Source: an optimization exercise on an open RTL-to-GDS flow (aim: small area, a short achievable clock period and few clock cycles per item). Production flows keep margins and buffers that such runs may drop.
At most, simulation tests tie the RTL to the original design; equivalence was not proved.
Only the layout flow was run in run 1; the RTL was not checked for function there.
Power and IR drop assume default switching activity.

[run.sh]
#!/bin/bash
# synth_recipe.tcl (not shown) runs the flow's synth.tcl, then flattens the netlist and writes it again
# the make line also repeats each setting of config.mk as NAME=value (left out here)
make -C /OpenROAD-flow-scripts/flow DESIGN_CONFIG=/design/flow/config.mk WORK_HOME=/design/flow/orfs CLKGATE_MAP_FILE= SYNTH_SCRIPT=/design/flow/synth_recipe.tcl finish
[config.mk]
export PLATFORM = sky130hd
export DESIGN_NAME = boron_dec
export DESIGN_NICKNAME = boron_dec
export VERILOG_FILES = /design/flow/design.v
export SDC_FILE = /design/flow/constraint.sdc
export NUM_CORES = 4
export LEC_CHECK = 0
export CAP_MARGIN = 20
export CORE_MARGIN = 2
export CORE_UTILIZATION = 40
export SLEW_MARGIN = 20
[constraint.sdc]
create_clock -name core_clock -period 5.0 [get_ports {clk}]
set_input_delay 1.0000 -clock core_clock [delete_from_list [all_inputs] [get_ports {clk}]]
set_output_delay 1.0000 -clock core_clock [all_outputs]
set_load 0.01 [all_outputs]
[design.v]
module s_box (
    input [3:0] i_sb, output [3:0] o_sb
);
    assign o_sb[0] = (!i_sb[3]&!i_sb[2]&i_sb[1]) | (!i_sb[2]&i_sb[1]&i_sb[0]) 
    | (!i_sb[3]&i_sb[2]&!i_sb[1]) | (i_sb[2]&!i_sb[1]&i_sb[0]) | 
    (i_sb[3]&!i_sb[2]&!i_sb[1]&!i_sb[0]) | (i_sb[3]&i_sb[2]&i_sb[1]&!i_sb[0]);
    assign o_sb[1] = (!i_sb[3]&!i_sb[2]&!i_sb[0]) | (!i_sb[3]&!i_sb[1]&!i_sb[0]) | (i_sb[2]&i_sb[1]&i_sb[0]) 
| (i_sb[3]&!i_sb[2]&i_sb[0]) | (i_sb[3]&i_sb[2]&i_sb[1]);
    assign o_sb[2] = (!i_sb[3]&!i_sb[2]&!i_sb[1]) | (!i_sb[2]&!i_sb[1]&!i_sb[0]) | (!i_sb[3]&i_sb[2]&!i_sb[0]) 
| (i_sb[3]&i_sb[1]&i_sb[0]) | (i_sb[3]&i_sb[2]&i_sb[0]);
    assign o_sb[3] = (!i_sb[3]&!i_sb[2]&!i_sb[0]) | (!i_sb[3]&i_sb[1]&!i_sb[0]) | (!i_sb[3]&i_sb[2]&i_sb[0]) 
| (i_sb[3]&!i_sb[1]&!i_sb[0]) | (i_sb[3]&!i_sb[2]&i_sb[1]&i_sb[0]);
endmodule
module block_shuffle (
    input [15:0] i_bs, output [15:0] o_bs
);
    assign o_bs = {i_bs[7:4], i_bs[3:0], i_bs[15:12], i_bs[11:8]};
endmodule
module round_permutation #(
    parameter [5:0] shift = 5'b0000,
    parameter [7:0] data_length = 8'd16
)(
    input [data_length - 1:0] i_rp,  output [data_length - 1:0] o_rp
); 
assign o_rp = (i_rp << shift) | (i_rp >> (data_length - shift));
endmodule
module key_scheduler (
    input clk, rst, input [4:0] round_counter, input [79:0] i_ks_oldkey, output [79:0] o_ks_newkey 
);
    wire [79:0] level_shift;
    wire [79:0] level_sbox;
    wire [4:0] xor_rc;
    round_permutation #(.shift(13), .data_length(80)) rp (.i_rp(i_ks_oldkey), .o_rp(level_shift));
    s_box sb(.i_sb(level_shift[3:0]), .o_sb(level_sbox[3:0]));
    assign level_sbox[79:4] = level_shift[79:4];
    assign xor_rc = level_sbox[63:59]^(round_counter -1);
    assign o_ks_newkey = {level_sbox[79:64], xor_rc, level_sbox[58:0]};
endmodule
module dec_s_box (
    input [3:0] i_sb, output reg [3:0] o_sb 
);
    always @(*) begin
        case(i_sb)
        4'h0: o_sb = 4'hA;
        4'h1: o_sb = 4'h3;
        4'h2: o_sb = 4'h9;
        4'h3: o_sb = 4'hE;
        4'h4: o_sb = 4'h1;
        4'h5: o_sb = 4'hD;
        4'h6: o_sb = 4'hF;
        4'h7: o_sb = 4'h4;
        4'h8: o_sb = 4'hC;
        4'h9: o_sb = 4'h5;
        4'hA: o_sb = 4'h7;
        4'hB: o_sb = 4'h2;
        4'hC: o_sb = 4'h6;
        4'hD: o_sb = 4'h8;
        4'hE: o_sb = 4'h0;
        4'hF: o_sb = 4'hB;
        endcase
    end
endmodule
module dec_block_shuffle (
    input [15:0] i_bs, output [15:0] o_bs
);
    block_shuffle bs (i_bs, o_bs);
endmodule
module dec_round_permutation #(
    parameter [5:0] shift = 5'b0000,
    parameter [7:0] data_length = 8'd16
)(
    input [data_length - 1:0] i_rp,  output [data_length - 1:0] o_rp
); 
    assign o_rp = (i_rp >> shift) | (i_rp << (data_length - shift));
endmodule
module dec_XOR_layer (
    input [63:0] i_xor, output [63:0] o_xor
);
    assign o_xor = {(i_xor[63:48]^i_xor[47:32]), (i_xor[47:32]^i_xor[31:16]^i_xor[15:0]),(i_xor[63:48]^i_xor[47:32]^i_xor[31:16]), (i_xor[31:16]^i_xor[15:0])};
endmodule
module dec_permutation_layer (
    input [63:0] i_pl, output [63:0] o_pl
);
    wire [63:0] rp2bs;
    wire [63:0] xor2rp;
    dec_XOR_layer xl(.i_xor(i_pl), .o_xor(xor2rp));
            dec_round_permutation #(.shift(1), .data_length(16)) rp0(.i_rp(xor2rp[(16*0 + 15):16*0]), .o_rp(rp2bs[15:0]));
            dec_round_permutation #(.shift(4), .data_length(16)) rp1(.i_rp(xor2rp[(16*1 + 15):16*1]), .o_rp(rp2bs[(16 + 15):16*1]));
            dec_round_permutation #(.shift(7), .data_length(16)) rp2(.i_rp(xor2rp[(16*2 + 15):16*2]), .o_rp(rp2bs[(16*2 + 15):16*2]));
            dec_round_permutation #(.shift(9), .data_length(16)) rp3(.i_rp(xor2rp[(16*3 + 15):16*3]), .o_rp(rp2bs[(16*3 + 15):16*3]));
    genvar i;
    generate
        for (i = 0; i < 4; i = i +1 ) begin
            dec_block_shuffle bs(.i_bs(rp2bs[(16*i + 15):16*i]), .o_bs(o_pl[(16*i + 15):16*i]));
        end
    endgenerate
endmodule
module dec_add_round_key (
    input [63:0] i_ark_cipher, input [63:0] i_ark_key,
    output [63:0] o_ark_msg
);
    wire [63:0] sb2xor;
    wire [63:0] pl2sb;
    dec_permutation_layer pl(.i_pl(i_ark_cipher), .o_pl(pl2sb));
    genvar j;
    generate    
    for(j=0; j < 16; j = j + 1) begin
            dec_s_box sb(.i_sb(pl2sb[(4*j + 3):4*j]), .o_sb(sb2xor[(4*j + 3):4*j]));
        end
    endgenerate
    assign o_ark_msg = i_ark_key ^ sb2xor;
endmodule
module dec_key_scheduler (
    input clk, rst, input [4:0] round_counter, input [79:0] i_ks_oldkey, output [79:0] o_ks_newkey 
);
    wire [79:0] level_shift;
    wire [79:0] level_sbox;
    wire [4:0] xor_rc;
    assign {level_sbox[79:64], xor_rc, level_sbox[58:0]} = i_ks_oldkey;
    assign level_sbox[63:59] = xor_rc ^(round_counter -1);
    assign level_shift[79:4] = level_sbox[79:4];
    dec_s_box sb(.i_sb(level_sbox[3:0]), .o_sb(level_shift[3:0]));
    dec_round_permutation #(.shift(13), .data_length(80)) rp (.i_rp(level_shift), .o_rp(o_ks_newkey));
endmodule
module boron_dec (
    input  clk, rst, start, input [63:0] plain_text, input [79:0] master_key,
    output reg done, output reg [63:0] cipher_text
);
    parameter IDLE = 3'b000, KEYGEN = 3'b011, ROUND = 3'b001;
    reg [2:0] reg_sm_main;
    reg [4:0] reg_round_counter;
    reg [63:0] reg_plaintext;
    wire [63:0] reg_nextplaintext;
    reg [79:0] reg_key;
    wire [79:0] reg_nextkey, dec_reg_nextkey;
    key_scheduler ks(.clk(clk), .rst(rst), .round_counter(reg_round_counter), .i_ks_oldkey(reg_key), .o_ks_newkey(reg_nextkey));
    dec_key_scheduler dks(.clk(clk), .rst(rst), .round_counter(reg_round_counter), .i_ks_oldkey(reg_key), .o_ks_newkey(dec_reg_nextkey));
    dec_add_round_key ark(.i_ark_cipher(reg_plaintext), .i_ark_key(dec_reg_nextkey[63:0]), .o_ark_msg(reg_nextplaintext));
    always @(posedge clk ) begin
        if(!rst) begin
            reg_sm_main <= IDLE;
            done <= 1'b0;
        end
        else begin
            done <= 1'b0;
            case (reg_sm_main)
                IDLE:  
                    if(start) begin
                        reg_plaintext <= plain_text;
                        reg_key <= master_key;
                        reg_sm_main <= KEYGEN;
                        reg_round_counter <= 5'd1;
                    end
                    else
                        reg_sm_main <= IDLE;
                KEYGEN:
                    if(reg_round_counter < 25) begin
                        reg_key <= reg_nextkey;
                        reg_round_counter <= reg_round_counter + 1;
                        reg_sm_main <= KEYGEN;
                    end else begin
                        reg_sm_main <= ROUND;
                        reg_plaintext <= (reg_nextkey[63:0] ^ reg_plaintext);
                        reg_key <= reg_nextkey;
                    end
                ROUND:
                    if(reg_round_counter > 1) begin
                        reg_plaintext <= reg_nextplaintext;
                        reg_key <= dec_reg_nextkey;
                        reg_round_counter <= reg_round_counter - 1;
                        reg_sm_main <= ROUND;
                    end
                    else begin
                        cipher_text <= reg_nextplaintext;
                        done <= 1'b1;
                        reg_sm_main <= IDLE;
                    end
                default:
                    reg_sm_main <= IDLE;
            endcase
        end
    end
endmodule
==> results of run 1 <==
[synth_stat cells, types with 16 or more instances]
cell       count  share of area, %
o211ai_1      22               1.1
xor2_1        83               4.7
o2bb2ai_1     16              0.91
o21ai_0       52               1.7
a21oi_1       81               2.6
nor2_1       126               3.1
edfxtp_1     213                42
mux2i_1      117               7.6
clkbuf_1      42               1.0
xnor2_1      115               6.6
mux4_2        40               5.9
nand2_1       47               1.1
inv_1        143               3.5
ha_1         122               9.9
[critical path, cell delays in order (launching register included)]
cell	delay, ns
edfxtp_1	0.49
xnor2_1	0.57
xor2_1	0.43
inv_1	0.18
ha_1	0.33
mux4_1	0.55
xor2_1	0.18
o211ai_1	0.15
o21ai_0	0.11
[flip-flops by register name, indices dropped and copies added (netlist names)]
signal,cells
cipher_text,64
dks.sb.o_sb,4
done,1
reg_key,80
reg_plaintext,64
reg_round_counter,5
reg_sm_main,2
[power by group through the flow]
stage / logic [W] / registers, W / clock network (W)
after global placement: 0.00259 / 0.00261 / 0
final: 0.00264 / 0.00256 / 0.00197
after CTS: 0.00265 / 0.00257 / 0.00199
after detailed placement: 0.00264 / 0.00260 / 0
after global routing: 0.00291 / 0.00258 / 0.00206
after floorplan: 0.00197 / 0.00248 / 0
[final cells by class]
| cell class | count | share of cell area, % |
|---|---|---|
| clock inverter | 11 | 0.6976 |
| tap | 511 | 3.395 |
| sequential | 220 | 34.75 |
| clock buffer | 37 | 3.893 |
| inverter | 143 | 2.850 |
| timing repair buffer | 223 | 11.83 |
| multi-input combinational | 916 | 42.59 |
[how the worst max path moves through the flow]
stage               slack, ns                end  cells past startpoint
floorplan                0.12     dks.sb.o_sb[1]                      8
global placement         1.35     dks.sb.o_sb[1]                      8
detailed placement       1.27     dks.sb.o_sb[1]                      8
CTS                      1.71  reg_plaintext[39]                      8
global route             1.46  reg_plaintext[39]                      8
finish                   1.71  reg_plaintext[39]                      8
[cell families (layout without fill, tap and decap cells)]
group / Yosys count / in the layout / share of synthesized area (%)
compound gates: 211 / 211 / 8.160
xor+xnor: 214 / 214 / 13.36
fa+ha+maj: 122 / 122 / 9.945
buf+inv: 210 / 414 / 5.266
flops: 220 / 220 / 42.59
mux: 171 / 171 / 15.38
simple gates: 198 / 198 / 5.299
[metrics by stage]
step	area [µm²]	instances	total power [W]
floorplan	15350	1346	0.004455
global placement	17970	2013	0.005193
detailed placement	17970	2013	0.005239
CTS	18830	2061	0.007214
global route	18830	2061	0.007555
finish	18830	2061	0.007173
[layer usage]
| layer | part of all wire, % | vias to the layer above | GRT usage, % |
|---|---|---|---|
| met2 | 47 | 324 | 36.01 |
| met3 | 5.5 | 46 | 2.806 |
| met5 | 0 | - | 0 |
| li1 | - | 5078 | - |
| met1 | 46 | 5321 | 32.20 |
| met4 | 1.7 | 0 | 4.362 |
==> results.txt, run 1 <==
* Fin. Hold Viols at 0
* Clock root cell: clkbuf_16
* GRT Total Usage at ~22%
* Sink Count at between 200 and 250
* Switching Fraction at 33.89%
* Worst EP arrival at 3.54 ns
* Fillers at 3,433
* Reg2reg end: reg_plaintext[39]
* CTS buffer count at 26
* Die width at 199.9 µm
* Top FF cell, synth: edfxtp_1
* Hold Crit Class: register to register
* Synth Instances at 1,346
* MaxCap Viol Count at 0
* Worst Hold Depth at 1
* Tmin final at 3.294 ns
* Grt ovf at 0
* Peak VDD IR at 0.0002506 V
* # port buffers at 211
* Sequential Power Share at 35.8%
* Count of cell types in the netlist at 49
* Antenna Cells at 0
* Vias at 10,770
* Worst Setup SP: reg_plaintext[4]
* Post-synth EDFFs at 213
* Async S/R FF share, synth at 0%
* Row count at 71
* Synth warn at 2
* Hold EP: cipher_text[40]
* Drt via density at 5.225
* Worst r2r src: reg_plaintext[4]
* Sequential cell area at 6544 µm²
* Worst setup path category: register to register
* CTS tree: built
* Synthesis-stage register bit count at 220
* Clk buf depth at 3
* Skew final at 0.02087 ns
* Multi-input gate area at 8021 µm²
* Clk pin slew, worst setup/hold paths at 0.06 ns
* Most frequent cells in the layout: 213 x edfxtp_1, 211 x clkdlybuf4s50_1, 143 x inv_1, 126 x nor2_1, 122 x ha_1
* Mapped Nets at 1,615
* Leakage Power at 7.221 nW
* Max-slew violation count at 0
* PostCTS Resize Cnt at 0
* Cts-stage hold buffer count at 0
* Synthesized area per cell at approximately 11 µm²
* ANT nets after route at 0
* Hold Startpoint: reg_key[53]
* Die area at 39,950 µm²
* CP Capture Type: register
* Status: no timing/DRC/antenna violations
* Final setup fails at 0
* Fmax achieved at 0.3036 GHz
* # IOs at between 200 and 250
* Post-Route WL at 44,240 µm
* PwrDens at 380.9 nW/µm²
* Worst Tran Pin Value at 1.093 ns
* Hpwl dp at 32,870 µm
* Vias in the first global route at 10,780
* Avg WL per Cell at 21.47 µm
* Worst r2r path cells at 8
* CP startpoint kind: register
* RePlAce Congestion at 0.8616
* Setup slack, reg-to-reg at roughly 1.7 ns
* Slew HR at between 20 and 30%
* Clock Latency Late Sink at 0.55 ns
* Pint at 0.004742 W
* Die height at between 150 and 200 µm
* Setup bufs post-CTS at 0
* Seq/Total Area, Yosys at 42.59%
* Sw power at 0.002431 W
* RSZ-0062 raised after global routing: false
* Total core area at 37,760 µm²
* Layout area overhead at 22.70%
* Final worst slack at 1.706 ns
* First-pass GRT wire length at 66,250 µm
* 1st-pass router iterations at 5
* Clock group share of total power at 27.5%
* DR iter-0 viols at 833
* Cell Area, Synth at 15,350 µm²
* Critical Path RT at 5.24 ns
* Initial antenna violation count at 0
* Core Util, Final at 49.88%
* Fin Hold WS at ~0.65 ns
* Combinational fraction of design power at 36.8%
* CP max FO at 5
* Setup TNS at 0 ns
* Largest net degree at the start of global routing at 227
* Drt drc at 0
* Tcrit/Tclk final at 65.88%
* Post-Place Worst Slack at 1.274 ns
* Most common cell after layout, fill and taps aside: edfxtp_1
* Initial core utilization at ~41%
* Layout cells sized above 1 at 6.968%
* H-tree Lvls at 1
* Nets at 1,799
==> run 2, diff against run 1 <==
--- a/design.v
+++ b/design.v
@@ -126,56 +126,129 @@
     input  clk, rst, start, input [63:0] plain_text, input [79:0] master_key,
-    output reg done, output reg [63:0] cipher_text
-);
-    parameter IDLE = 3'b000, KEYGEN = 3'b011, ROUND = 3'b001;
-    reg [2:0] reg_sm_main;
-    reg [4:0] reg_round_counter;
-    reg [63:0] reg_plaintext;
-    wire [63:0] reg_nextplaintext;
-    reg [79:0] reg_key;
-    wire [79:0] reg_nextkey, dec_reg_nextkey;
-    key_scheduler ks(.clk(clk), .rst(rst), .round_counter(reg_round_counter), .i_ks_oldkey(reg_key), .o_ks_newkey(reg_nextkey));
-    dec_key_scheduler dks(.clk(clk), .rst(rst), .round_counter(reg_round_counter), .i_ks_oldkey(reg_key), .o_ks_newkey(dec_reg_nextkey));
-    dec_add_round_key ark(.i_ark_cipher(reg_plaintext), .i_ark_key(dec_reg_nextkey[63:0]), .o_ark_msg(reg_nextplaintext));
-    always @(posedge clk ) begin
-        if(!rst) begin
-            reg_sm_main <= IDLE;
+    output reg done, output [63:0] cipher_text
+);
+    function [3:0] sbox(input [3:0] a);
+        reg t00, t01, t02, t03, t04, t05, t06, t07, t08, t09, t10, t11, t12, t13, t14, t15, t16, t17, t18, t19;
+        begin
+            t19 = a[1] ^ a[0];
+            t00 = a[2] | t19;
+            t01 = ~(a[2] & a[0]);
+            t02 = a[3] & t01;
+            t03 = ~(t00 & t02);
+            t04 = a[2] ? a[0] : a[1];
+            t05 = a[3] | ~t04;
+            sbox[2] = t03 & t05;
+            t06 = ~(a[2] & t19);
+            t07 = a[0] & ~a[2];
+            t08 = ~(a[3] | t07);
+            t09 = ~(t06 & t08);
+            t10 = a[2] | a[0];
+            t11 = a[1] | ~a[2];
+            t12 = a[3] & t10;
+            t13 = ~(t11 & t12);
+            sbox[1] = ~(t09 & t13);
+            t14 = ~(a[1] ^ a[2]);
+            t15 = a[3] & ~a[0];
+            sbox[0] = ~(t14 ^ t15);
+            t16 = a[0] | t11;
+            t17 = ~(t08 & t16);
+            t18 = t19 | ~t02;
+            sbox[3] = ~(t17 & t18);
+        end
+    endfunction
+    function [3:0] isbox(input [3:0] a);
+        reg t15, t00, t01, t02, t03, t04, t05, t06, t07, t08, t09, t10, t11, t12, t13, t14;
+        begin
+            t15 = a[0] | a[1];
+            t00 = a[0] & a[1];
+            t01 = ~(a[0] & a[1]);
+            t02 = a[2] | t00;
+            t03 = ~(t15 & t02);
+            isbox[2] = ~(a[3] ^ t03);
+            t04 = a[3] | ~a[0];
+            t05 = a[1] & t04;
+            t06 = a[2] | a[3];
+            t07 = ~(a[2] & a[3]);
+            t08 = a[0] | t07;
+            t09 = t06 & t08;
+            isbox[1] = ~(t05 ^ t09);
+            t10 = a[2] | t15;
+            t11 = t01 & t10;
+            isbox[0] = t07 ? t11 : t00;
+            t12 = a[0] & a[2];
+            t13 = a[1] & ~a[3];
+            t14 = ~(t12 ^ t13);
+            isbox[3] = ~(t10 & t14);
+        end
+    endfunction
+    function [79:0] kfwd(input [79:0] k, input [4:0] rc);
+        reg [79:0] t;
+        begin
+            t = {k[66:0], k[79:67]};
+            t[3:0] = sbox(t[3:0]);
+            t[63:59] = t[63:59] ^ rc;
+            kfwd = t;
+        end
+    endfunction
+    function [79:0] kinv(input [79:0] k, input [4:0] rc);
+        reg [79:0] t;
+        begin
+            t = k;
+            t[63:59] = t[63:59] ^ rc;
+            t[3:0] = isbox(t[3:0]);
+            kinv = {t[12:0], t[79:13]};
+        end
+    endfunction
+    function [79:0] kfwd12(input [79:0] k, input [4:0] b);
+        reg [79:0] t;
+        integer i;
+        begin
+            t = k;
+            for (i = 0; i < 12; i = i + 1)
+                t = kfwd(t, b + i[4:0]);
+            kfwd12 = t;
+        end
+    endfunction
+    function [63:0] iround(input [63:0] x, input [63:0] k);
+        reg [15:0] w0, w1, w2, w3;
+        reg [63:0] y, z;
+        integer j;
+        begin
+            w3 = (x[63:48] ^ x[47:32]) ^ (k[63:48] ^ k[47:32]);
+            w2 = (x[47:32] ^ x[31:16] ^ x[15:0]) ^ (k[47:32] ^ k[31:16] ^ k[15:0]);
+            w1 = (x[63:48] ^ x[47:32] ^ x[31:16]) ^ (k[63:48] ^ k[47:32] ^ k[31:16]);
+            w0 = (x[31:16] ^ x[15:0]) ^ (k[31:16] ^ k[15:0]);
+            y = {{w3[8:0], w3[15:9]}, {w2[6:0], w2[15:7]}, {w1[3:0], w1[15:4]}, {w0[0], w0[15:1]}};
+            for (j = 0; j < 4; j = j + 1)
+                z[16*j +: 16] = {y[16*j+4 +: 4], y[16*j +: 4], y[16*j+12 +: 4], y[16*j+8 +: 4]};
+            for (j = 0; j < 16; j = j + 1)
+                iround[4*j +: 4] = isbox(z[4*j +: 4]);
+        end
+    endfunction
+    reg id, kg1, kg2, rd;
+    reg [4:0] cnt;
+    reg [63:0] x;
+    reg [79:0] k;
+    wire [79:0] kl = kfwd(master_key, 5'd0);
+    wire [79:0] kf = kfwd12(k, kg2 ? 5'd13 : 5'd1);
+    wire [79:0] kb = kinv(k, cnt);
+    wire [63:0] xr = iround(x, k[63:0]);
+    assign cipher_text = x ^ k[63:0];
+    always @(posedge clk) begin
+        x <= ({64{id}} & plain_text) | ({64{rd}} & xr) | ({64{kg1 | kg2}} & x);
+        k <= ({80{id}} & kl) | ({80{kg1 | kg2}} & kf) | ({80{rd}} & kb);
+        cnt <= rd ? cnt - 5'd1 : 5'd24;
+    end
+    always @(posedge clk) begin
+        if (!rst) begin
+            id <= 1'b1;
+            kg1 <= 1'b0;
+            kg2 <= 1'b0;
+            rd <= 1'b0;
             done <= 1'b0;
-        end
-        else begin
-            done <= 1'b0;
-            case (reg_sm_main)
-                IDLE:  
-                    if(start) begin
-                        reg_plaintext <= plain_text;
-                        reg_key <= master_key;
-                        reg_sm_main <= KEYGEN;
-                        reg_round_counter <= 5'd1;
-                    end
-                    else
-                        reg_sm_main <= IDLE;
-                KEYGEN:
-                    if(reg_round_counter < 25) begin
-                        reg_key <= reg_nextkey;
-                        reg_round_counter <= reg_round_counter + 1;
-                        reg_sm_main <= KEYGEN;
-                    end else begin
-                        reg_sm_main <= ROUND;
-                        reg_plaintext <= (reg_nextkey[63:0] ^ reg_plaintext);
-                        reg_key <= reg_nextkey;
-                    end
-                ROUND:
-                    if(reg_round_counter > 1) begin
-                        reg_plaintext <= reg_nextplaintext;
-                        reg_key <= dec_reg_nextkey;
-                        reg_round_counter <= reg_round_counter - 1;
-                        reg_sm_main <= ROUND;
-                    end
-                    else begin
-                        cipher_text <= reg_nextplaintext;
-                        done <= 1'b1;
-                        reg_sm_main <= IDLE;
-                    end
-                default:
-                    reg_sm_main <= IDLE;
-            endcase
+        end else begin
+            done <= rd && cnt == 5'd0;
+            id <= id ? !start : (rd && cnt == 5'd0);
+            kg1 <= id && start;
+            kg2 <= kg1;
+            rd <= kg2 || (rd && cnt != 5'd0);
         end
==> flow/run.sh (new file) <==
#!/bin/bash
set -euo pipefail
export BUFFER_PORTS_ARGS="-buffer_cell sky130_fd_sc_hd__buf_1"
export CTS_ARGS="-sink_clustering_enable -repair_clock_nets -buf_list {sky130_fd_sc_hd__clkbuf_4 sky130_fd_sc_hd__clkbuf_8} -dont_use_dummy_load"
bash standard.sh > standard.log 2>&1
==> standard.sh (new file) <==
#!/bin/bash
# synth_recipe.tcl (not shown) runs the flow's synth.tcl, then flattens the netlist and writes it again
# the make line also repeats each setting of config.mk as NAME=value (left out here)
make -C /OpenROAD-flow-scripts/flow DESIGN_CONFIG=/design/flow/config.mk WORK_HOME=/design/flow/orfs CLKGATE_MAP_FILE= SYNTH_SCRIPT=/design/flow/synth_recipe.tcl "${@:-finish}"
--- a/config.mk
+++ b/config.mk
@@ -10,2 +10,4 @@
 export CORE_UTILIZATION = 40
+export PLACE_DENSITY = 0.75
+export SETUP_SLACK_MARGIN = 2.7
 export SLEW_MARGIN = 20
removed: run.sh
==> run 2 against run 1 <==
Net effect: critical path type unchanged; design area decreased by 22%; flip-flop and latch count decreased by 66; largest power group unchanged; die area decreased by 28%.
==> results.txt, run 2 <==
* Met2 Usage GRT at 42.96% (+7.0 points)
* Drt via density at 5.999 (+15%)
* Slowest CP cell: xor2_1
* Synthesized area per cell at 8.417 µm² (-26%)
* Core Util, Final at 54.47% (+4.6 points)
* Setup TNS at 0 ns (unchanged)
* Worst EP arrival at 2.66 ns (-0.88 ns)
* RePlAce Congestion at 0.9501 (+10%)
* Synth warn at 1 (-1)
* PwrDens at 729.5 nW/µm² (+92%)
* Drt drc at 0 (unchanged)
* Worst Tran Pin Value at 0.9794 ns (-0.1134 ns)
* Post-synth EDFFs at 0 (-100%)
* Avg WL per Cell at 22.35 µm (+4.1%)
* Post-Route WL at 42,800 µm (-3.3%)
* Most frequent cells in the layout: 183 x buf_1, 147 x o21ai_0, 125 x buf_4, 91 x inv_1, 89 x xnor2_1
* Initial antenna violation count at 0 (unchanged)
* Count of cell types in the netlist at 60 (+22%)
* # port buffers at 211 (unchanged)
* Worst setup path category: register to register
* Hold Crit Class: register to register
* Post-Place Worst Slack at 2.166 ns (+0.8915 ns)
* Crit-path leading delay family: XOR/XNOR gates
* H-tree Lvls at 4 (+3)
* Layout area overhead at 33.99%
* # IOs at 212 (unchanged)
* Nets at 1,740 (-3.3%)
* GRT Total Usage at 27.91% (+5.7 points)
* Critical Path RT at 5.32 ns (+0.08 ns)
* Status: no timing/DRC/antenna violations
* Final worst slack at 2.658 ns (+0.9525 ns)
* Clock root cell: clkbuf_8
* CP dominant cell by count: xor2_1
* Cts-stage hold buffer count at 0 (unchanged)
* Hold Startpoint: k[65]
* Leakage Power at 5.837 nW (-19%)
* Worst Path Buf+Inv at 0 (-1)
* Area leader, netlist: dfxtp_1
* Non-filler cells, final at 1,915 (-7.1%)
* Vias at 11,490 (+6.7%)
* Die width at 169.3 µm (-15%)
* Worst r2r src: k[45]
* Largest reg by FF count: k
* Peak VDD IR at 0.0003556 V (+42%)
* CP Capture Type: register
* Total core area at 26,880 µm² (-29%)
* Synth Instances at 1,298 (-3.6%)
* DR iter-0 viols at 1,545 (+85%)
* Die area at 28,650 µm² (-28%)
* Max-slew violation count at 0 (unchanged)
* First-pass GRT wire length at 60,530 µm (-8.6%)
* Worst Setup SP: k[45]
* Most common cell after layout, fill and taps aside: buf_1
* Die height at 169.3 µm (-15%)
* Placed Cells at 1,779 (-12%)
* Layout cells sized above 1 at 24.97% (+18 points)
* Row count at 60 (-15%)
* Async S/R FF share, synth at 0% (unchanged)
* MaxCap Viol Count at 0 (unchanged)
* Grt ovf at 0 (unchanged)
* Crit-path cells: xor2_4 -> xor2_1 -> xnor2_1 -> maj3_1 -> xor2_1 -> o21ai_0
* Most frequent cells after synthesis: 154 x dfxtp_1, 147 x o21ai_0, 146 x xnor2_1
* Skew final at 0.03148 ns (+0.01061 ns)
* CTS buffer count at 17 (-35%)
* Antenna Cells at 0 (unchanged)
* Slew HR at 33.79% (+6.6 points)
* Final Instance Area at 14,640 µm² (-22%)
* Clock Latency Late Sink at 0.47 ns (-0.08 ns)
* Clk pin slew, worst setup/hold paths at 0.08 ns (+0.02 ns)
* Ranking of synthesized cells by area: dfxtp_1 28%, xnor2_1 12%, o21ai_0 6.7%
* CP max FO at 7 (+2)
* Vias in the first global route at 10,320 (-4.3%)
* Top FF cell, synth: dfxtp_1
* Hpwl dp at 29,730 µm (-9.6%)
* Max reg flops at 80 (unchanged)
* CTS tree: built
* Largest net degree at the start of global routing at 84 (-63%)
* Synthesis-stage register bit count at 154 (-30%)
* Top Registers: k (80), x (64), cnt (5)
* Synth top area share at 28.22% (-13 points)
* Fmax achieved at 0.4270 GHz (+41%)
* Initial core utilization at 40.65% (about the same)
* Tcrit/Tclk final at 46.83% (-19 points)
* Fin. Hold Viols at 0 (unchanged)
* Cell Area, Synth at 10,930 µm² (-29%)
* Sink Count at 154 (-30%)
* 1st-pass router iterations at 8 (+3)
* CP peak stage delay at 0.46 ns (-0.11 ns)
* Final setup fails at 0 (unchanged)
* Tmin final at 2.342 ns (-0.9525 ns)
* CP startpoint kind: register
* Area post-placement at 11,900 µm² (-34%)
* Top Usage Layer GRT: met2
* Seq/Total Area, Yosys at 28.22% (-14 points)
* Most frequent cell after synthesis: dfxtp_1
* ANT nets after route at 0 (unchanged)
* GRT met1 Usage at 35.95% (+3.7 points)
* Clk buf depth at 2 (-1)
* Mapped Nets at 1,462 (-9.5%)
* Met3 usage at 6.810% (+4.0 points)
* RSZ-0062 raised after global routing: true
run 2: changes by cell type in the layout (fill, tap and decap cells not counted), moves of 52 or more:
| cell | previous run | this run |
|---|---|---|
| edfxtp_1 | 213 | 0 |
| clkdlybuf4s50_1 | 211 | 0 |
| buf_1 | 0 | 183 |
| buf_4 | 10 | 125 |
| mux2i_1 | 117 | 7 |
| ha_1 | 122 | 17 |
| o21ai_0 | 52 | 147 |
| a22oi_1 | 0 | 84 |
| nor2_1 | 126 | 60 |
| dfxtp_4 | 2 | 59 |
| inv_1 | 143 | 91 |
run 2: report_power, final:
part           leakage [nW]  switching, W  internal, W  total [W]
clock                 0.122      0.000433     0.000300   0.000733
sequential             1.32      0.000608      0.00157    0.00218
combinational          4.39       0.00414      0.00363    0.00777
total                  5.84       0.00518      0.00550     0.0107
run 2: layout make-up:
cell class | count | area [µm²]
Clock buffer | 17 | 234.0
Timing Repair Buffer | 336 | 1812
Multi-Input combinational cell | 967 | 8424
Tap cell | 341 | 426.7
Inverter | 100 | 377.9
Fill cell | 2298 | 12240
Sequential cell | 154 | 3364
run 2: layer usage:
metal	share of wire [%]	vias to the layer above	wire (µm)
met3	11	136	4730
met4	6.3	0	2704
met1	38	5403	16390
li1	-	5225	-
met2	44	725	18970
met5	0	-	0
run 2: cells by family (layout without fill, tap and decap cells):
logic type	after synthesis	in the layout	share of synthesized area, %
AO/OA/AOI/OAI	438	438	27.95
AND/OR/NAND/NOR	260	260	11.50
XOR/XNOR	230	230	22.10
buffers and inverters	177	453	6.207
flip-flops	154	154	28.22
adder cells (fa/ha/maj)	28	28	2.966
multiplexers	11	11	1.054
run 2: worst paths after layout:
path                end  slack (ns)  depth (start not counted)
setup / recovery  x[18]        2.66                          6
hold / removal    k[61]        0.44                          1
setup reg to reg  x[18]        2.66                          6
hold reg to reg   k[61]        0.44                          1
run 2: stage by stage:
step | total power, W | hold WS (ns)
after floorplan | 0.006824 | 0.4263
after global placement | 0.008039 | 0.4400
after detailed placement | 0.008225 | 0.4398
after CTS | 0.009847 | 0.4411
after global routing | 0.01132 | 0.4602
final | 0.01068 | 0.4388
run 2: what timing repair did:
action,4_1_cts,5_1_grt
buffers inserted,54,65
pin swaps,55,33
gates cloned,0,0
endpoints found under the setup margin,107,139
gates resized for setup,265,85
run 2: worst register-to-register path, stage by stage, from the launching register on:
cell and delay [ns]:
dfxtp_4 0.37, xor2_4 0.22, xor2_1 0.46, xnor2_1 0.31, maj3_1 0.43, xor2_1 0.29
o21ai_0 0.12
Testbench counts of run 2, summed over its fixed seeds: cycles 10,760, items 384.
==> run 3, diff against run 2 <==
--- a/config.mk
+++ b/config.mk
@@ -11,3 +11,3 @@
 export PLACE_DENSITY = 0.75
-export SETUP_SLACK_MARGIN = 2.7
+export SETUP_SLACK_MARGIN = 2.4
 export SLEW_MARGIN = 20
==> run 3 against run 2 <==
Net effect: design area decreased by 13%; sequential share of layout area up 1.6 points; non-clock buffer count decreased by 119; register-to-register slack lost 0.13 ns; critical path type is now register to output pin; highest routed layer unchanged.
==> results.txt, run 3 <==
* MaxCap Viol Count at 0 (unchanged)
* Most frequent cells in the layout: 210 x buf_1, 147 x o21ai_0, 124 x dfxtp_1, 104 x xnor2_1, 100 x inv_1
* Nets at 1,621 (-6.8%)
* CP startpoint kind: register
* 1st-pass router iterations at 9 (+1)
* Die area at 28,650 µm² (unchanged)
* Grt ovf at 0 (unchanged)
* Setup bufs post-CTS at 0 (-100%)
* Area leader, netlist: dfxtp_1
* CTS buffer count at 17 (unchanged)
* Most common cell after layout, fill and taps aside: buf_1
* Drt via density at 5.987 (-0.21%)
* Synth top area share at 28.22% (unchanged)
* Placed Cells at 1,779 (unchanged)
* # IOs at 212 (unchanged)
* Hold Startpoint: k[65]
* GRT Total Usage at 26.47% (-1.4 points)
* Top FF cell, synth: dfxtp_1
* Reg2reg end: x[18]
* ANT nets after route at 0 (unchanged)
* Layout cells sized above 1 at 9.828% (-15 points)
* Worst r2r src: k[61]
* Die height at 169.3 µm (unchanged)
* Final setup fails at 0 (unchanged)
* Synth warn at 1 (unchanged)
* Clk buf depth at 2 (unchanged)
* Total core area at 26,880 µm² (unchanged)
* Die width at 169.3 µm (unchanged)
* Worst setup path category: register to output pin
* Fillers at 2,581 (+12%)
* Most frequent cell after synthesis: dfxtp_1
* Top Registers: k (80), x (64), cnt (5)
* Vias in the first global route at 9,698 (-6.0%)
* CP endpoint: cipher_text[58]
* RSZ-0062 raised after global routing: true
* Largest reg by FF count: k
* Crit-path leading delay family: XOR/XNOR gates
* Mapped Nets at 1,462 (unchanged)
* Max-slew violation count at 0 (unchanged)
* Non-filler cells, final at 1,796 (-6.2%)
* Clk pin slew, worst setup/hold paths at 0.08 ns (about the same)
* Setup slack, reg-to-reg at 2.53 ns (-0.13 ns)
* # port buffers at 211 (unchanged)
* Initial core utilization at 40.65% (unchanged)
* Max reg flops at 80 (unchanged)
* Tmin final at 2.614 ns (+0.2726 ns)
* Initial antenna violation count at 0 (unchanged)
* Most frequent cells after synthesis: 154 x dfxtp_1, 147 x o21ai_0, 146 x xnor2_1
* Skew final at 0.02442 ns (-0.007064 ns)
* Vias at 10,750 (-6.4%)
* Setup TNS at 0 ns (unchanged)
* CP max FO at 8 (+1)
* Fin. Hold Viols at 0 (unchanged)
* Fmax achieved at 0.3825 GHz (-10%)
* DR iter-0 viols at 1,482 (-4.1%)
* Post-Place Worst Slack at 2.166 ns (unchanged)
* Count of cell types in the netlist at 60 (unchanged)
* Peak VDD IR at 0.0002915 V (-18%)
* Status: no timing/DRC/antenna violations
* Post-Route WL at 38,770 µm (-9.4%)
* Worst Path Buf+Inv at 2 (+2)
* Row count at 60 (unchanged)
* Layout area overhead at 16.39%
* Antenna Cells at 0 (unchanged)
* Synthesis-stage register bit count at 154 (unchanged)
* Async S/R FF share, synth at 0% (unchanged)
* Hpwl dp at 29,730 µm (unchanged)
* Seq/Total Area, Yosys at 28.22% (unchanged)
* Hold Crit Class: register to register
* Slew HR at 31.86% (-1.9 points)
* Tcrit/Tclk final at 52.29% (+5.5 points)
* Worst path depth at 3 (-3)
* Avg WL per Cell at 21.59 µm (-3.4%)
* Sequential cell area at 3128 µm² (-7.0%)
* Largest net degree at the start of global routing at 84 (unchanged)
* Worst r2r path cells at 6 (unchanged)
* CTS tree: built
* H-tree Lvls at 4 (unchanged)
* CP peak stage delay at 0.49 ns (+0.03 ns)
* Sink Count at 154 (unchanged)
* Cell Area, Synth at 10,930 µm² (unchanged)
* Leakage Power at 4.991 nW (-14%)
* Clock Latency Late Sink at 0.48 ns (about the same)
* First-pass GRT wire length at 57,350 µm (-5.3%)
* Drt drc at 0 (unchanged)
* Worst EP arrival at 1.61 ns (-1.05 ns)
* Worst Setup SP: k[58]
* Crit-path cells: xnor2_1 -> inv_1 -> buf_1
* Multi-input gate area at 7714 µm² (-8.4%)
* Post-synth EDFFs at 0 (unchanged)
* Final worst slack at 2.386 ns (-0.2726 ns)
* Synth Instances at 1,298 (unchanged)
* Critical Path RT at 4.00 ns (-1.32 ns)
* Slowest CP cell: xnor2_1
* Ranking of synthesized cells by area: dfxtp_1 28%, xnor2_1 12%, o21ai_0 6.7%
* PwrDens at 735.9 nW/µm² (+0.87%)
* Worst Tran Pin Value at 1.022 ns (+0.04275 ns)
* CP Capture Type: output pin
* Synthesized area per cell at 8.417 µm² (unchanged)
* RePlAce Congestion at 0.9501 (unchanged)
* Clock root cell: clkbuf_8
## run 3: cell counts after synthesis
No cell type changed its count.
## run 3: how the worst min path moves through the flow
stage                       end  slack (ns)  cells past startpoint
final                     k[61]        0.45                      1
after global routing      k[61]        0.47                      1
after CTS                 k[73]        0.45                      1
after detailed placement  k[61]        0.44                      1
after global placement    k[73]        0.44                      1
after floorplan           k[61]        0.43                      1
## run 3: layout make-up
type	instances	share of cell area [%]
Multi-Input combinational cell	967	60.66
Sequential cell	154	24.60
Timing Repair Buffer	217	6.593
Tap cell	341	3.355
Inverter	100	2.952
Clock buffer	17	1.840
## run 3: worst register-to-register path, cell delays in order (launching register included)
cell	delay, ns
dfxtp_1	0.40
xnor2_1	0.48
xor2_2	0.22
xnor2_1	0.55
maj3_1	0.31
xor2_1	0.26
o21ai_0	0.12
## run 3: report_power, final
group          internal, W  leakage [nW]  total (W)  switching (W)
Clock             0.000300         0.122   0.000727       0.000428
Combinational      0.00290          3.57    0.00657        0.00366
Sequential         0.00151          1.30    0.00206       0.000549
Total              0.00472          4.99    0.00936        0.00464
## run 3: stage by stage
step	hold slack, ns	total power [W]	utilization, %	area, µm²
finish	0.4482	0.009357	47.31	12720
global route	0.4694	0.01004	47.31	12720
CTS	0.4502	0.009121	46.36	12460
detailed placement	0.4398	0.008225	44.26	11900
global placement	0.4400	0.008039	44.26	11900
floorplan	0.4263	0.006824	-	10930
## run 3: routing by layer
layer  routed length, µm  track usage (%)  up-vias
li1                    -                -     4986
met1               16090            35.15     5099
met2               16950            40.60      571
met3                3654            5.271       96
met4                2077            14.05        0
met5                   0                0        -
## run 3: repair_timing
item	in CTS	in global routing
cloned	0	0
endpoints found under the setup margin	47	42
pin swaps	0	0
hold buffers	0	0
gates resized for setup	53	43
## run 3: cells by family (layout without fill, tap and decap cells)
group | after synthesis | after routing | share of synthesized area, %
DFF | 154 | 154 | 28.22
buffers and inverters | 177 | 334 | 6.207
muxes | 11 | 11 | 1.054
AOI/OAI and AO/OA | 438 | 438 | 27.95
and+or+nand+nor | 260 | 260 | 11.50
xor gates and xnor gates | 230 | 230 | 22.10
adders and majority gates | 28 | 28 | 2.966
==> run 4, diff against run 3 <==
--- a/config.mk
+++ b/config.mk
@@ -10,4 +10,4 @@
 export CORE_UTILIZATION = 40
-export PLACE_DENSITY = 0.75
-export SETUP_SLACK_MARGIN = 2.4
+export PLACE_DENSITY = 0.85
+export SETUP_SLACK_MARGIN = 2.5
 export SLEW_MARGIN = 20
==> run 4 against run 3 <==
Net effect: critical path depth did not move; synthesized cell count did not move; routed wire length rose by 3.0%; global-route usage rose by 0.65 points; setup slack improved by 0.10 ns; non-clock buffer count rose by 4; largest cell class unchanged; largest power group unchanged; flip-flop and latch count did not move; fmax rose by 4.1%; power rose by 4.4%; first-iteration DRC count rose by 5.1%; combinational power rose by 5.3%; design area rose by 2.9%.
==> results.txt, run 4 <==
* Status: no timing/DRC/antenna violations
* RSZ-0062 raised after global routing: true
* Layout cells sized above 1 at 11.79% (+2.0 points)
* Worst r2r path cells at 6 (unchanged)
* Uppermost layer routed: met4
* Slew HR at 32.25% (+0.39 points)
* Worst Tran Pin Value at 1.014 ns (-0.007937 ns)
* Vias at 11,000 (+2.3%)
* Die width at 169.3 µm (unchanged)
* Ranking of synthesized cells by area: dfxtp_1 28%, xnor2_1 12%, o21ai_0 6.7%
* CP peak stage delay at 0.44 ns (-0.05 ns)
* Synth Instances at 1,298 (unchanged)
* Clk pin slew, worst setup/hold paths at 0.09 ns (about the same)
* CP Capture Type: output pin
* Skew final at 0.03005 ns (+0.005632 ns)
* Initial antenna violation count at 0 (unchanged)
* Vias in the first global route at 10,320 (+6.4%)
* Worst setup path category: register to output pin
* Clock Latency Late Sink at 0.47 ns (about the same)
* Final setup fails at 0 (unchanged)
* First-pass GRT wire length at 59,040 µm (+2.9%)
* CP startpoint kind: register
* Fmax achieved at 0.3980 GHz (+4.1%)
* Top FF cell, synth: dfxtp_1
* Hold Crit Class: register to register
* Metal3 WL at 4314 µm (+18%)
* Largest reg by FF count: k
* Multi-input gate area at 8026 µm² (+4.1%)
* H-tree Lvls at 4 (unchanged)
* Largest net degree at the start of global routing at 77 (-8.3%)
* Cell Area, Synth at 10,930 µm² (unchanged)
* CTS buffer count at 17 (unchanged)
* Synthesized area per cell at 8.417 µm² (unchanged)
* Max-slew violation count at 0 (unchanged)
* MaxCap Viol Count at 0 (unchanged)
* Grt ovf at 0 (unchanged)
* Max reg flops at 80 (unchanged)
* Drt via density at 6.111 (+2.1%)
* Most frequent cells in the layout: 211 x buf_1, 147 x o21ai_0, 108 x dfxtp_1, 100 x inv_1, 96 x xnor2_1
* Slowest CP cell: dfxtp_1
* Layout area overhead at 19.81%
* Clk buf depth at 2 (unchanged)
* PwrDens at 746.5 nW/µm² (+1.4%)
* Crit-path cells: xnor2_2 -> inv_1 -> buf_1
* Row count at 60 (unchanged)
* CTS tree: built
* Fillers at 2,438 (-5.5%)
* RePlAce Congestion at 0.9901 (+4.2%)
* Initial core utilization at 40.65% (unchanged)
* Die height at 169.3 µm (unchanged)
* Leakage Power at 5.088 nW (+1.9%)
* Die area at 28,650 µm² (unchanged)
* Async S/R FF share, synth at 0% (unchanged)
* Critical Path RT at 4.00 ns (about the same)
* Metal2 WL at 17,460 µm (+3.0%)
* Sink Count at 154 (unchanged)
* Mapped Nets at 1,462 (unchanged)
* GRT Total Usage at 27.12% (+0.65 points)
* Hpwl dp at 29,920 µm (+0.67%)
* Total core area at 26,880 µm² (unchanged)
* Most frequent cells after synthesis: 154 x dfxtp_1, 147 x o21ai_0, 146 x xnor2_1
* CP max FO at 4 (-4)
* Count of cell types in the netlist at 60 (unchanged)
* Worst Hold Depth at 1 (unchanged)
* Synth warn at 1 (unchanged)
* Top Registers: k (80), x (64), cnt (5)
* DR iter-0 viols at 1,558 (+5.1%)
* Most frequent cell after synthesis: dfxtp_1
* # IOs at 212 (unchanged)
* DRT met1 WL at 15,470 µm (-3.8%)
* ANT nets after route at 0 (unchanged)
* Sequential cell area at 3161 µm² (+1.0%)
* Avg WL per Cell at 22.18 µm (+2.8%)
* Fin. Hold Viols at 0 (unchanged)
* 1st-pass router iterations at 8 (-1)
* Worst EP arrival at 1.51 ns (-0.10 ns)
* # port buffers at 211 (unchanged)
* Area post-placement at 11,900 µm² (unchanged)
* Cts-stage hold buffer count at 0 (unchanged)
* Setup TNS at 0 ns (unchanged)
* Most common cell after layout, fill and taps aside: buf_1
* Drt drc at 0 (unchanged)
* Seq/Total Area, Yosys at 28.22% (unchanged)
* Synthesis-stage register bit count at 154 (unchanged)
* Tcrit/Tclk final at 50.25% (-2.0 points)
* Post-synth EDFFs at 0 (unchanged)
* Clock root cell: clkbuf_8
* Antenna Cells at 0 (unchanged)
* Setup slack, reg-to-reg at 2.56 ns (+0.03 ns)
* Synth top area share at 28.22% (unchanged)
* Nets at 1,625 (+0.25%)
* Final Instance Area at 13,090 µm² (+2.9%)
* Area leader, netlist: dfxtp_1
* Post-Route WL at 39,930 µm (+3.0%)
* Peak VDD IR at 0.0003233 V (+11%)
* Tmin final at 2.512 ns (-0.1020 ns)
-- run 4: cells by family after synthesis --
family	synth area share, %
buf+inv	6.207
xor+xnor	22.10
simple gates	11.50
fa+ha+maj	2.966
mux	1.054
compound gates	27.95
flops	28.22
-- run 4: path summary, 6_finish.rpt --
path	start	end
setup / recovery	k[34]	cipher_text[34]
hold / removal	k[65]	k[61]
setup reg to reg	k[0]	x[35]
hold reg to reg	k[65]	k[61]
-- run 4: metrics by stage --
step                std cells  worst slack [ns]  total power (W)  util, %  hold WS (ns)
finish                   1800             2.488         0.009772    48.71        0.4631
global route             1800             2.422          0.01040    48.71        0.4756
CTS                      1796             2.348         0.009368    47.73        0.4541
detailed placement       1779             2.375         0.008300    44.26        0.4443
global placement         1779             2.418         0.008070    44.26        0.4385
floorplan                1298             2.799         0.006824        -        0.4263
-- run 4: power breakdown --
| part | switching [W] | internal, W |
|---|---|---|
| Clock | 0.000430 | 0.000300 |
| Sequential | 0.000601 | 0.00152 |
| Combinational | 0.00388 | 0.00304 |
| Total | 0.00491 | 0.00486 |
-- run 4: cell type report --
type                            count  area share [%]
Sequential cell                   154           24.14
Tap cell                          341           3.259
Inverter                          100           2.868
Multi-Input combinational cell    967           61.32
Timing Repair Buffer              221           6.624
Clock buffer                       17           1.787
-- run 4: timing repair --
action | 4_1_cts | 5_1_grt
resized for setup | 109 | 39
buffers inserted | 0 | 4
pin swaps | 3 | 8
gates cloned | 0 | 0
endpoints found under the setup margin | 75 | 45
-- run 4: critical path: cells and delay by family, from the launching register on --
kind | cells | cell delay [ns]
buffers and inverters | 2 | 0.23
flip-flops | 1 | 0.44
XOR/XNOR | 1 | 0.37
-- run 4: layer usage --
layer | up-vias | GRT usage (%)
met3 | 138 | 6.483
met5 | - | 0
met1 | 5143 | 33.93
li1 | 5002 | -
met2 | 717 | 41.86
met4 | 0 | 17.54
==> run 5, diff against run 4 <==
--- a/config.mk
+++ b/config.mk
@@ -10,3 +10,3 @@
 export CORE_UTILIZATION = 40
-export PLACE_DENSITY = 0.85
+export PLACE_DENSITY = 0.75
 export SETUP_SLACK_MARGIN = 2.5
==> run 5 against run 4 <==
Net effect: utilization fell by 0.41 points; area after synthesis did not move; design area fell by 0.85%; sequential share of layout area rose by 0.19 points; still clean on timing, DRC and antenna; highest routed layer unchanged.
==> results.txt, run 5 <==
* Worst Hold Depth at 1 (unchanged)
* Avg WL per Cell at 21.65 µm (-2.4%)
* Most frequent cells after synthesis: 154 x dfxtp_1, 147 x o21ai_0, 146 x xnor2_1
* Post-synth EDFFs at 0 (unchanged)
* 1st-pass router iterations at 7 (-1)
* Worst setup path category: register to output pin
* Drt drc at 0 (unchanged)
* Tcrit/Tclk final at 49.80% (-0.44 points)
* Critical Path RT at 4.00 ns (about the same)
* Sequential cell area at 3158 µm² (about the same)
* RSZ-0062 raised after global routing: true
* Die width at 169.3 µm (unchanged)
* Seq/Total Area, Yosys at 28.22% (unchanged)
* Tmin final at 2.490 ns (-0.02225 ns)
* Grt ovf at 0 (unchanged)
* CP startpoint kind: register
* Total core area at 26,880 µm² (unchanged)
* H-tree Lvls at 4 (unchanged)
* Mapped Nets at 1,462 (unchanged)
* Post-Route WL at 38,980 µm (-2.4%)
* Fmax achieved at 0.4016 GHz (+0.89%)
* Hpwl dp at 29,730 µm (-0.66%)
* Hold Crit Class: register to register
* Die height at 169.3 µm (unchanged)
* Async S/R FF share, synth at 0% (unchanged)
* Multi-input gate area at 7916 µm² (-1.4%)
* Most common cell after layout, fill and taps aside: buf_1
* Setup slack, reg-to-reg at 2.57 ns (about the same)
* Metal2 WL at 17,140 µm (-1.8%)
* Cell Area, Synth at 10,930 µm² (unchanged)
* Vias at 10,710 (-2.7%)
* Worst r2r path cells at 6 (unchanged)
* Top FF cell, synth: dfxtp_1
* RePlAce Congestion at 0.9501 (-4.0%)
* Drt via density at 5.949 (-2.7%)
* Hold EP: k[61]
* Area leader, netlist: dfxtp_1
* # port buffers at 211 (unchanged)
* DR iter-0 viols at 1,527 (-2.0%)
* MaxCap Viol Count at 0 (unchanged)
* Status: no timing/DRC/antenna violations
* Synthesis-stage register bit count at 154 (unchanged)
* ANT nets after route at 0 (unchanged)
* Largest reg by FF count: k
* Peak VDD IR at 0.0002956 V (-8.5%)
* Synth Instances at 1,298 (unchanged)
* Worst Tran Pin Value at 1.031 ns (+0.01700 ns)
* Layout cells sized above 1 at 11.86% (+0.069 points)
* Vias in the first global route at 9,762 (-5.4%)
* Nets at 1,625 (unchanged)
* Reg2reg end: x[18]
* Most frequent cell after synthesis: dfxtp_1
* Most frequent cells in the layout: 210 x buf_1, 147 x o21ai_0, 108 x dfxtp_1, 99 x inv_1, 96 x xnor2_1
* Final setup fails at 0 (unchanged)
* Initial antenna violation count at 0 (unchanged)
* Worst r2r src: k[45]
* Max-slew violation count at 0 (unchanged)
* Clock Latency Late Sink at 0.47 ns (about the same)
* Clk buf depth at 2 (unchanged)
* Die area at 28,650 µm² (unchanged)
* Synthesized area per cell at 8.417 µm² (unchanged)
* Largest net degree at the start of global routing at 84 (+9.1%)
* Worst EP arrival at 1.49 ns (-0.02 ns)
* Setup TNS at 0 ns (unchanged)
* Ranking of synthesized cells by area: dfxtp_1 28%, xnor2_1 12%, o21ai_0 6.7%
* Slew HR at 31.25% (-0.99 points)
* Hold Startpoint: k[65]
* Count of cell types in the netlist at 60 (unchanged)
* Leakage Power at 5.073 nW (-0.29%)
* Clock root cell: clkbuf_8
* Sink Count at 154 (unchanged)
* Synth top area share at 28.22% (unchanged)
* Row count at 60 (unchanged)
* Initial core utilization at 40.65% (unchanged)
* Area post-placement at 11,900 µm² (unchanged)
* Final Instance Area at 12,980 µm² (-0.85%)
* Total power at 0.009515 W (-2.6%)
* CTS buffer count at 17 (unchanged)
* CP max FO at 4 (unchanged)
* Antenna Cells at 0 (unchanged)
* CP Capture Type: output pin
* DRT met1 WL at 16,020 µm (+3.6%)
* Fin. Hold Viols at 0 (unchanged)
* Uppermost layer routed: met4
* # IOs at 212 (unchanged)
* Layout area overhead at 18.79%
* PwrDens at 733.1 nW/µm² (-1.8%)
* Top Registers: k (80), x (64), cnt (5)
* Metal3 WL at 3706 µm (-14%)
* Fillers at 2,536 (+4.0%)
* Clk pin slew, worst setup/hold paths at 0.09 ns (about the same)
* Max reg flops at 80 (unchanged)
* First-pass GRT wire length at 57,640 µm (-2.4%)
* Fin Hold WS at 0.4469 ns (-0.01625 ns)
* Synth warn at 1 (unchanged)
* GRT Total Usage at 26.65% (-0.47 points)
* Skew final at 0.02608 ns (-0.003975 ns)
* CTS tree: built
## run 5: changes by cell type in the layout (fill, tap and decap cells not counted), moves of 3 or more
cell	before	now
xor2_4	9	5
xnor2_2	33	38
xnor2_4	27	22
xor2_2	11	14
## run 5: worst max-delay path, stage by stage, from the launching register on
cell and delay, ns:
dfxtp_2 0.38, xnor2_2 0.33, inv_1 0.15, buf_1 0.16
## run 5: metal layers
metal | GRT usage (%) | up-vias
li1 | - | 4993
met1 | 35.33 | 5034
met2 | 40.75 | 573
met3 | 5.317 | 108
met4 | 14.60 | 0
met5 | 0 | -
## run 5: how the worst max path moves through the flow
stage / from / end
2_1_floorplan: k[35] / x[20]
3_3_place_gp: k[31] / x[32]
3_5_place_dp: k[31] / x[35]
4_1_cts: k[17] / cipher_text[17]
5_1_grt: k[45] / x[18]
6_report: k[24] / cipher_text[24]
## run 5: repair_timing
action                     4_1_cts  5_1_grt
setup endpoints to repair       75       30
resized for setup              110       28
pin swaps                        3        6
hold buffers                     0        0
setup buffers                    1        3
## run 5: per-stage QoR
stage | std cells | setup WS (ns) | util, %
global placement | 1779 | 2.129 | 44.26
floorplan | 1298 | 2.799 | -
detailed placement | 1779 | 2.166 | 44.26
CTS | 1797 | 2.299 | 47.47
global route | 1800 | 2.448 | 48.29
finish | 1800 | 2.510 | 48.29
## run 5: logic make-up after synthesis
group | after synthesis | share of synthesized area [%]
multiplexers | 11 | 1.054
XOR/XNOR | 230 | 22.10
adder cells (fa/ha/maj) | 28 | 2.966
AND/OR/NAND/NOR | 260 | 11.50
flip-flops | 154 | 28.22
AO/OA/AOI/OAI | 438 | 27.95
buffers and inverters | 177 | 6.207
## run 5: final cells by class
| class | instances | area share, % |
|---|---|---|
| inverter | 100 | 2.892 |
| multi-input combinational | 967 | 60.99 |
| tap | 341 | 3.287 |
| clock buffer | 17 | 1.803 |
| sequential | 154 | 24.33 |
| timing repair buffer | 221 | 6.690 |
## run 5: where the power goes
group          total [W]  internal [W]  switching, W  leakage [nW]
logic            0.00667       0.00299       0.00369          3.65
clock network   0.000730      0.000300      0.000430         0.122
registers        0.00211       0.00152      0.000590          1.30
total            0.00951       0.00481       0.00471          5.07
==> run 6, diff against run 5 <==
==> flow/run.sh (replaced) <==
#!/bin/bash
set -euo pipefail
export BUFFER_PORTS_ARGS="-buffer_cell sky130_fd_sc_hd__buf_1"
export CTS_ARGS="-sink_clustering_enable -repair_clock_nets -sink_clustering_size 40 -sink_clustering_max_diameter 400 -root_buf sky130_fd_sc_hd__clkbuf_16 -buf_list {sky130_fd_sc_hd__clkbuf_16} -dont_use_dummy_load"
bash standard.sh > standard.log 2>&1
==> run 6 against run 5 <==
Net effect: still clean; flip-flop and latch count did not move; routed wire length is 0.46% higher; hold slack worse by 0.00092 ns.
==> results.txt, run 6 <==
* Pint at 0.005068 W (+5.4%)
* Setup TNS at 0 ns (unchanged)
* Synth warn at 1 (unchanged)
* Clk buf depth at 2 (unchanged)
* Fin. Hold Viols at 0 (unchanged)
* Die height at 169.3 µm (unchanged)
* # IOs at 212 (unchanged)
* Synthesis-stage register bit count at 154 (unchanged)
* Worst r2r path cells at 6 (unchanged)
* Async S/R FF share, synth at 0% (unchanged)
* Most frequent cell after synthesis: dfxtp_1
* Initial core utilization at 40.65% (unchanged)
* Row count at 60 (unchanged)
* PwrDens at 751.6 nW/µm² (+2.5%)
* Leakage Power at 5.133 nW (+1.2%)
* Vias at 10,770 (+0.61%)
* Cell Area, Synth at 10,930 µm² (unchanged)
* Clock Latency Late Sink at 0.43 ns (-0.04 ns)
* Mapped Nets at 1,462 (unchanged)
* Sequential Power Share at 21.3% (-0.9 points)
* Most frequent cells in the layout: 210 x buf_1, 147 x o21ai_0, 117 x dfxtp_1, 100 x inv_1, 98 x xnor2_1
* Total core area at 26,880 µm² (unchanged)
* Largest net degree at the start of global routing at 84 (unchanged)
* Fin Hold WS at 0.4460 ns (-0.0009230 ns)
* Max-slew violation count at 0 (unchanged)
* Synthesized area per cell at 8.417 µm² (unchanged)
* GRT Total Usage at 26.69% (+0.038 points)
* ANT nets after route at 0 (unchanged)
* Met3 usage at 5.410% (+0.093 points)
* Most common cell after layout, fill and taps aside: buf_1
* Tcrit/Tclk final at 51.26% (+1.5 points)
* CTS buffer count at 17 (unchanged)
* Worst EP arrival at 1.56 ns (+0.07 ns)
* Worst setup path category: register to output pin
* Most frequent cells after synthesis: 154 x dfxtp_1, 147 x o21ai_0, 146 x xnor2_1
* Avg WL per Cell at 21.78 µm (+0.57%)
* Die width at 169.3 µm (unchanged)
* CP Capture Type: output pin
* Cts-stage hold buffer count at 0 (unchanged)
* Critical Path RT at 4.00 ns (about the same)
* CTS tree: built
* Clock root cell: clkbuf_16
* Synth top area share at 28.22% (unchanged)
* Skew final at 0.01832 ns (-0.007754 ns)
* Hold Crit Class: register to register
* Layout area overhead at 19.58%
* Worst r2r src: k[61]
* Die area at 28,650 µm² (unchanged)
* Post-Route WL at 39,160 µm (+0.46%)
* Drt drc at 0 (unchanged)
* Combinational fraction of design power at 67.9% (-2.2 points)
* First-pass GRT wire length at 57,880 µm (+0.41%)
* Top Usage Layer GRT: met2
* Clk pin slew, worst setup/hold paths at 0.06 ns (-0.03 ns)
* Count of cell types in the netlist at 60 (unchanged)
* Worst Hold Depth at 1 (unchanged)
* 1st-pass router iterations at 8 (+1)
* Vias in the first global route at 9,841 (+0.81%)
* Clock group share of total power at 10.8% (+3.1 points)
* Max reg flops at 80 (unchanged)
* DR iter-0 viols at 1,501 (-1.7%)
* Fmax achieved at 0.3902 GHz (-2.8%)
* Final worst slack at 2.437 ns (-0.07274 ns)
* Top Registers: k (80), x (64), cnt (5)
* Layout cells sized above 1 at 10.91% (-0.94 points)
* Final setup fails at 0 (unchanged)
* Tmin final at 2.563 ns (+0.07274 ns)
* Slew HR at 32.47% (+1.2 points)
* Worst Setup SP: k[60]
* CP startpoint kind: register
* Hold Startpoint: k[65]
* Seq/Total Area, Yosys at 28.22% (unchanged)
* Met2 Usage GRT at 40.73% (about the same)
* Antenna Cells at 0 (unchanged)
* Largest reg by FF count: k
* Synth Instances at 1,298 (unchanged)
* Drt via density at 5.992 (+0.72%)
* Nets at 1,623 (-0.12%)
* Hpwl dp at 29,730 µm (unchanged)
* MaxCap Viol Count at 0 (unchanged)
* Switching Fraction at 48.38% (-1.1 points)
* Sink Count at 154 (unchanged)
* # port buffers at 211 (unchanged)
* Ranking of synthesized cells by area: dfxtp_1 28%, xnor2_1 12%, o21ai_0 6.7%
* Status: no timing/DRC/antenna violations
* Post-synth EDFFs at 0 (unchanged)
* Grt ovf at 0 (unchanged)
* Area leader, netlist: dfxtp_1
* RePlAce Congestion at 0.9501 (unchanged)
* Initial antenna violation count at 0 (unchanged)
* RSZ-0062 raised after global routing: true
* Post-Place Worst Slack at 2.166 ns (unchanged)
* Peak VDD IR at 0.0002910 V (-1.6%)
* GRT met1 Usage at 35.32% (about the same)
* Worst Tran Pin Value at 1.013 ns (-0.01827 ns)
* H-tree Lvls at 4 (unchanged)
* CP max FO at 3 (-1)
* Top FF cell, synth: dfxtp_1
* Sw power at 0.004751 W (+0.90%)
## run 6: cell types whose count changed in the layout (fill, tap and decap cells not counted), sizes merged
cell and delta:
buf -3, clkbuf +1
## run 6: cell type report
cell class,instances,area [µm²]
Sequential cell,154,3139
Fill cell,2538,13810
Clock buffer,17,425.4
Tap cell,341,426.7
Multi-Input combinational cell,967,7845
Timing Repair Buffer,219,853.3
Inverter,100,375.4
## run 6: worst max-delay path: stages (launching register included)
cell and delay (ns):
dfxtp_1 0.38, xnor2_1 0.51, inv_1 0.09, buf_1 0.15
## run 6: routing by layer
metal | wire length [µm] | vias to the layer above | part of all wire, %
met4 | 2092 | 0 | 5.3
met2 | 17180 | 586 | 44
met1 | 16180 | 5078 | 41
met3 | 3712 | 102 | 9.5
li1 | - | 5007 | -
met5 | 0 | - | 0
## run 6: stage by stage
stage,utilization (%),area (µm²),total power [W],instances
2_1_floorplan,-,10930,0.006824,1298
3_3_place_gp,44.26,11900,0.008039,1779
3_5_place_dp,44.26,11900,0.008225,1779
4_1_cts,47.76,12830,0.009552,1796
5_1_grt,48.61,13070,0.01049,1798
6_report,48.61,13070,0.009819,1798
## run 6: path summary, 6_finish.rpt
path,end,slack [ns]
setup reg to reg,x[18],2.58
setup / recovery,cipher_text[60],2.44
hold reg to reg,k[61],0.45
hold / removal,k[61],0.45
## run 6: cell families (layout without fill, tap and decap cells)
family / Yosys count / count (layout) / synth area share [%]
buffers and inverters: 177 / 336 / 6.207
DFF: 154 / 154 / 28.22
muxes: 11 / 11 / 1.054
AOI/OAI and AO/OA: 438 / 438 / 27.95
xor gates and xnor gates: 230 / 230 / 22.10
adders and majority gates: 28 / 28 / 2.966
and+or+nand+nor: 260 / 260 / 11.50
## run 6: power groups by stage
stage | clock (W) | sequential (W) | combinational, W
after floorplan | 0 | 0.00171 | 0.00511
after global placement | 0 | 0.00197 | 0.00607
after detailed placement | 0 | 0.00198 | 0.00625
after CTS | 0.00106 | 0.00204 | 0.00645
after global routing | 0.00111 | 0.00212 | 0.00726
final | 0.00106 | 0.00209 | 0.00667
## run 6: timing repair
action / CTS / global route
pin swaps: 0 / 2
setup buffers: 0 / 2
cloned: 0 / 0
gates resized for setup: 83 / 35
setup endpoints to repair: 69 / 43

==> re-timing with driven ports <==
The flow's constraints put no driver on any port. The routed layouts listed below were extracted and timed again, unchanged, in two steps.
Step 1: set_driving_cell puts a clkbuf_16 on clk and a buf_2 on each other input, an assumption about the parent block.
Step 2 times the ports against the registers' clock, not the clock port: input delays grow and output delays shrink by t, the midpoint of the rising clock arrivals with the driver on.
Slacks: ideal ports / drivers / drivers and shift; pairs: ideal ports / drivers.
run	t (ns)	setup WS [ns]	hold slack, ns	latest minus earliest clock arrival (ns)	worst data-port slew with drivers (ns)
run 1	0.593	1.706 / 1.706 / 1.304	0.654 / 0.654 / 0.654	0.021 / 0.021	0.05
run 2	0.498	2.658 / 2.645 / 2.658	0.439 / 0.439 / 0.439	0.031 / 0.032	0.06
run 3	0.508	2.386 / 2.341 / 2.529	0.448 / 0.448 / 0.448	0.025 / 0.025	0.06
run 4	0.495	2.488 / 2.450 / 2.561	0.463 / 0.463 / 0.463	0.031 / 0.030	0.05
run 5	0.502	2.510 / 2.464 / 2.565	0.447 / 0.447 / 0.447	0.027 / 0.027	0.06
run 6	0.471	2.437 / 2.390 / 2.580	0.446 / 0.446 / 0.446	0.018 / 0.019	0.06
After both steps setup and hold are still met in every run listed. For run 1, which loses most, drivers alone change the setup slack by 0.000 ns; drivers and shift together by -0.402 ns.
